This design comes from an exercise in tuning for small area, a short achievable clock period and few clock cycles on the open sky130 flow, not from production work.
In this exercise RTL edits were held to simulation tests only and were not proved equivalent to the original.
Power figures rest on the tool's default switching activity, not on a simulated workload.

==> flow/design.v <==
module decode (
	input  [31:0] memory,
	output [5:0]  opcode, funct,
	output [4:0]  rs, rt, rd, shamt,
	output [15:0] imm,
	output        is_r, is_li, is_lw, is_sw, is_beq, is_j, is_halt,
	output        is_mul, is_div, is_mf
);
	assign opcode = memory[31:26];
	assign funct  = memory[5:0];
	assign rs     = memory[25:21];
	assign rt     = memory[20:16];
	assign rd     = memory[15:11];
	assign shamt  = memory[10:6];
	assign imm    = memory[15:0];
	assign is_r    = (opcode == 6'h00);
	assign is_li   = (opcode == 6'h0F);
	assign is_lw   = (opcode == 6'h23);
	assign is_sw   = (opcode == 6'h2B);
	assign is_beq  = (opcode == 6'h04);
	assign is_j    = (opcode == 6'h02);
	assign is_halt = !(is_r | is_li | is_lw | is_sw | is_beq | is_j);
	assign is_mul = is_r && (funct == 6'h18);
	assign is_div = is_r && (funct == 6'h1A);
	assign is_mf  = is_r && (funct == 6'h10 || funct == 6'h12);
endmodule
module radd (
	input  [31:0] x, y,
	input         cin,
	output [32:0] s
);
	wire [32:0] c;
	assign c[0] = cin;
	genvar j;
	generate
		for (j = 0; j < 32; j = j + 1) begin : g_bit
			assign s[j]   = x[j] ^ y[j] ^ c[j];
			assign c[j+1] = (x[j] & y[j]) | (c[j] & (x[j] ^ y[j]));
		end
	endgenerate
	assign s[32] = c[32];
endmodule
module alu (
	input  [31:0] a, b,
	input  [4:0]  shamt,
	input  [5:0]  funct,
	input  [31:0] hi, lo,
	output reg [31:0] out,
	output        eq
);
	wire        sub = funct[1];
	wire [32:0] sum;
	radd add (a, b ^ {32{sub}}, sub, sum);
	wire [31:0] x = a ^ b;
	assign eq = ~|x;
	wire        left = ~funct[1];
	reg  [31:0] ra, rr;
	wire [31:0] sr = (left ? ra : a) >> shamt;
	integer k;
	always @(*) begin
		for (k = 0; k < 32; k = k + 1) begin
			ra[k] = a[31-k];
			rr[k] = sr[31-k];
		end
	end
	always @(*) begin
		case (funct)
			6'h00: out = rr;
			6'h02: out = sr;
			6'h03: out = sr;
			6'h10: out = hi;
			6'h12: out = lo;
			6'h20: out = sum[31:0];
			6'h22: out = sum[31:0];
			6'h24: out = a & b;
			6'h25: out = a | b;
			6'h26: out = x;
			6'h27: out = ~(a | b);
			6'h2A: out = {31'b0, ~sum[32]};
			default: out = 32'b0;
		endcase
	end
endmodule
module muldiv (
	input             clk,
	input             rst,
	input             start_mul,
	input             start_div,
	input      [31:0] a, b,
	output            busy,
	output            busy_next,
	output reg [31:0] hi, lo
);
	reg [31:0] m;         
	reg        q32;       
	reg        op_div;
	reg [3:0]  cnt;       
	assign busy      = (cnt != 4'd0);
	assign busy_next = start_mul || start_div || (cnt > 4'd1);
	wire [32:0] s0, s1, s2, s3;
	radd m0 (hi,        m & {32{lo[0]}}, 1'b0, s0);
	radd m1 (s0[32:1],  m & {32{lo[1]}}, 1'b0, s1);
	radd m2 (s1[32:1],  m & {32{lo[2]}}, 1'b0, s2);
	radd m3 (s2[32:1],  m & {32{lo[3]}}, 1'b0, s3);
	wire [31:0] mh = s3[32:1];
	wire [31:0] ml = {s3[0], s2[0], s1[0], s0[0], lo[31:4]};
	wire [31:0] x0 = {hi[30:0], q32};
	wire [32:0] d0;
	radd v0 (x0, m, 1'b1, d0);
	wire        t0 = d0[32] | hi[31];
	wire [31:0] r0 = t0 ? d0[31:0] : x0;
	wire [31:0] x1 = {r0[30:0], lo[31]};
	wire [32:0] d1;
	radd v1 (x1, m, 1'b1, d1);
	wire        t1 = d1[32] | r0[31];
	wire [31:0] r1 = t1 ? d1[31:0] : x1;
	wire [31:0] x2 = {r1[30:0], lo[30]};
	wire [32:0] d2;
	radd v2 (x2, m, 1'b1, d2);
	wire        t2 = d2[32] | r1[31];
	wire [31:0] r2 = t2 ? d2[31:0] : x2;
	always @(posedge clk) begin
		if (rst) begin
			cnt <= 4'd0;
		end else if (start_mul) begin
			m      <= a;
			hi     <= 32'd0;
			lo     <= b;
			op_div <= 1'b0;
			cnt    <= 4'd8;
		end else if (start_div) begin
			m      <= ~b;
			hi     <= 32'd0;
			q32    <= 1'b0;
			lo     <= a;
			op_div <= 1'b1;
			cnt    <= 4'd11;
		end else if (busy) begin
			cnt <= cnt - 4'd1;
			if (op_div) begin
				hi  <= r2;
				q32 <= lo[29];
				lo  <= {lo[28:0], t0, t1, t2};
			end else begin
				hi <= mh;
				lo <= ml;
			end
		end
	end
endmodule
module cpu (clk, rst, imem_addr, imem_data, dmem_addr, dmem_re, dmem_wdata, dmem_we, dmem_rdata);
	input clk;
	input rst;
	output [15:0] imem_addr;
	input [31:0] imem_data;
	output [11:0] dmem_addr;
	output dmem_re;
	output [31:0] dmem_wdata;
	output dmem_we;
	input [31:0] dmem_rdata;
	reg [31:0] registers [31:0];
	reg [15:0] programCounter;
	reg [31:0] ir;            
	reg        valid;         
	wire [5:0] f_op   = imem_data[31:26];
	wire       f_jump = (f_op == 6'h02) ||
	                    (f_op == 6'h04 && imem_data[25:21] == imem_data[20:16]);
	wire       f_halt = !(f_op == 6'h00 || f_op == 6'h0F || f_op == 6'h23 ||
	                      f_op == 6'h2B || f_op == 6'h04 || f_op == 6'h02);
	wire       f_md   = (f_op == 6'h00) && (imem_data[5:0] == 6'h10 || imem_data[5:0] == 6'h12 ||
	                                        imem_data[5:0] == 6'h18 || imem_data[5:0] == 6'h1A);
	wire [5:0] opcode, funct;
	wire [4:0] rs, rt, rd, shamt;
	wire [15:0] imm;
	wire is_r, is_li, is_lw, is_sw, is_beq, is_j, is_halt, is_mul, is_div, is_mf;
	decode decode (ir, opcode, funct, rs, rt, rd, shamt, imm,
		is_r, is_li, is_lw, is_sw, is_beq, is_j, is_halt, is_mul, is_div, is_mf);
	reg  [31:0] sel_a, sel_b;
	reg  [31:0] a, b;
	integer n;
	always @(*) begin
		a = 32'd0;
		b = 32'd0;
		for (n = 0; n < 32; n = n + 1) begin
			a = a | (registers[n] & {32{sel_a[n]}});
			b = b | (registers[n] & {32{sel_b[n]}});
		end
	end
	wire [31:0] hi, lo, out;
	wire        eq;
	wire        md_busy, md_busy_next;
	reg        pend_v;
	reg [4:0]  pend_rd;
	reg        pend_hi;
	wire       x_defer  = valid && is_mf && md_busy;
	wire       x_writes = valid && ((is_r && !is_mul && !is_div && !x_defer) || is_li || is_lw);
	wire [4:0] x_wad    = is_li ? rs : is_lw ? rt : rd;
	wire       pend_wr  = pend_v && !md_busy && !x_writes;
	wire [5:0] alu_funct = pend_wr ? (pend_hi ? 6'h10 : 6'h12) : funct;
	alu alu (a, b, shamt, alu_funct, hi, lo, out, eq);
	muldiv md (clk, rst, valid && is_mul, valid && is_div, a, b, md_busy, md_busy_next, hi, lo);
	wire [11:0] eff = a[11:0] + imm[11:0];
	assign imem_addr  = programCounter;
	assign dmem_addr  = eff;
	assign dmem_wdata = b;
	reg x_sw, x_lw;
	assign dmem_we    = x_sw && !rst;
	assign dmem_re    = x_lw;
	wire redirect = valid && is_beq && (rs != rt) && eq;
	wire       pn_v  = x_defer || (pend_v && !pend_wr && !(x_writes && x_wad == pend_rd));
	wire [4:0] pn_rd = x_defer ? rd : pend_rd;
	wire f_start = (imem_data[5:0] == 6'h18 || imem_data[5:0] == 6'h1A);
	wire f_rs = (f_op == 6'h00) || (f_op == 6'h23) || (f_op == 6'h2B) || (f_op == 6'h04);
	wire f_rt = (f_op == 6'h00) || (f_op == 6'h2B) || (f_op == 6'h04);
	wire hold = pn_v && ((f_md && (!f_start || md_busy_next)) || (f_rs && imem_data[25:21] == pn_rd) || (f_rt && imem_data[20:16] == pn_rd));
	always @(posedge clk) begin
		ir <= imem_data;
		sel_a <= 32'd1 << imem_data[25:21];
		sel_b <= 32'd1 << imem_data[20:16];
		if (rst) begin
			programCounter <= 16'h0;
			valid <= 1'b0;
			x_sw <= 1'b0;
			x_lw <= 1'b0;
			pend_v <= 1'b0;
		end else begin
			pend_v <= pn_v;
			if (x_defer) begin
				pend_rd <= rd;
				pend_hi <= !funct[1];
			end
			valid <= !redirect && !hold;
			x_sw  <= !redirect && !hold && (f_op == 6'h2B);
			x_lw  <= !redirect && !hold && (f_op == 6'h23);
			if (redirect)
				programCounter <= imm;
			else if (hold || f_halt)
				programCounter <= programCounter;
			else if (f_jump)
				programCounter <= imem_data[15:0];
			else
				programCounter <= programCounter + 16'h1;
		end
	end
	wire        wen = rst || x_writes || pend_wr;
	wire [4:0]  wad = rst ? 5'd0 : x_writes ? x_wad : pend_rd;
	wire [31:0] wda = rst ? 32'd0 : pend_wr ? out : is_lw ? dmem_rdata : is_li ? {16'b0, imm} : out;
	always @(posedge clk)
		if (wen) registers[wad] <= wda;
endmodule
export LEC_CHECK = 0
export CAP_MARGIN = 20
export CORE_MARGIN = 2
export CORE_UTILIZATION = 40
export CTS_BUF_LIST = sky130_fd_sc_hd__clkbuf_8
export CTS_CLUSTER_DIAMETER = 50
export CTS_CLUSTER_SIZE = 12
export SLEW_MARGIN = 20
create_clock -name core_clock -period 110.0 [get_ports {clk}]
standard.sh (not shown) runs the stock make flow with config.mk's settings and CLKGATE_MAP_FILE= SYNTH_SCRIPT=/design/flow/synth_recipe.tcl, a recipe that flattens the netlist after the stock synthesis.
==> flow/flow/run.sh <==
#!/bin/bash
# The standard layout, with the port buffers made of buf_1 cells instead of the
# flow's default choice. Everything else is the standard flow unchanged.
set -euo pipefail
export BUFFER_PORTS_ARGS="-buffer_cell sky130_fd_sc_hd__buf_1"
bash standard.sh > standard.log 2>&1
The baseline ran to the end with no violations.
Testbench counts at the start, summed over its fixed seeds: cycles 193,959.
Then changed:
--- a/flow/design.v
+++ b/flow/design.v
@@ -208,12 +208,9 @@
 	assign dmem_re    = x_lw;
 	wire redirect = valid && is_beq && (rs != rt) && eq;
 	wire       pn_v  = x_defer || (pend_v && !pend_wr && !(x_writes && x_wad == pend_rd));
 	wire [4:0] pn_rd = x_defer ? rd : pend_rd;
-	wire f_start = (imem_data[5:0] == 6'h18 || imem_data[5:0] == 6'h1A);
-	wire f_rs = (f_op == 6'h00) || (f_op == 6'h23) || (f_op == 6'h2B) || (f_op == 6'h04);
-	wire f_rt = (f_op == 6'h00) || (f_op == 6'h2B) || (f_op == 6'h04);
-	wire hold = pn_v && ((f_md && (!f_start || md_busy_next)) || (f_rs && imem_data[25:21] == pn_rd) || (f_rt && imem_data[20:16] == pn_rd));
+	wire hold = pn_v && (f_md || imem_data[25:21] == pn_rd || imem_data[20:16] == pn_rd);
 	always @(posedge clk) begin
 		ir <= imem_data;
 		sel_a <= 32'd1 << imem_data[25:21];
 		sel_b <= 32'd1 << imem_data[20:16];
Effect:
- final cell count is lower by 0.84%
- core utilization is about the same
- cell area stays flat
- worst setup slack is better by 52 ps
- power is higher by 0.75%
- maximum frequency stays flat
- register-to-register slack is worse by 470 ps
- synthesized area is lower by 0.32%
- wire length is lower by 0.93%
- hold slack is worse by 36 ps
- non-clock buffer count is higher by 10
- sequential share of layout area is about the same
- sequential power is about the same
- via count is lower by 1.5%
Testbench counts after the change, summed over its fixed seeds: cycles 195,458.

[separate check: timing with driven ports]
The results above use ideal ports. As a check the final layouts listed here were re-extracted and re-timed, cells and wires unchanged. Step 1, drivers: a clkbuf_16 drives clk and a buf_2 each remaining input, both assumed. Step 2, shift: input delay + t, output delay - t, t = (earliest + latest rising clock arrival at the registers) / 2. This alone moves slack from input paths to output paths. a / b / c = no drivers / after step 1 / after step 2; a / b = the first two.
run	shift t [ns]	slack for setup (ns)	hold WS [ns]	worst setup path at the end
the first run	1.014	65.429 / 65.405 / 65.405	0.542 / 0.542 / 0.542	input to output
the second run	0.986	65.481 / 65.461 / 65.461	0.506 / 0.506 / 0.506	input to output
After both steps every run listed still meets setup and hold. For the first run, which loses most, drivers alone change the setup slack by -0.024 ns; drivers and shift together by -0.024 ns.
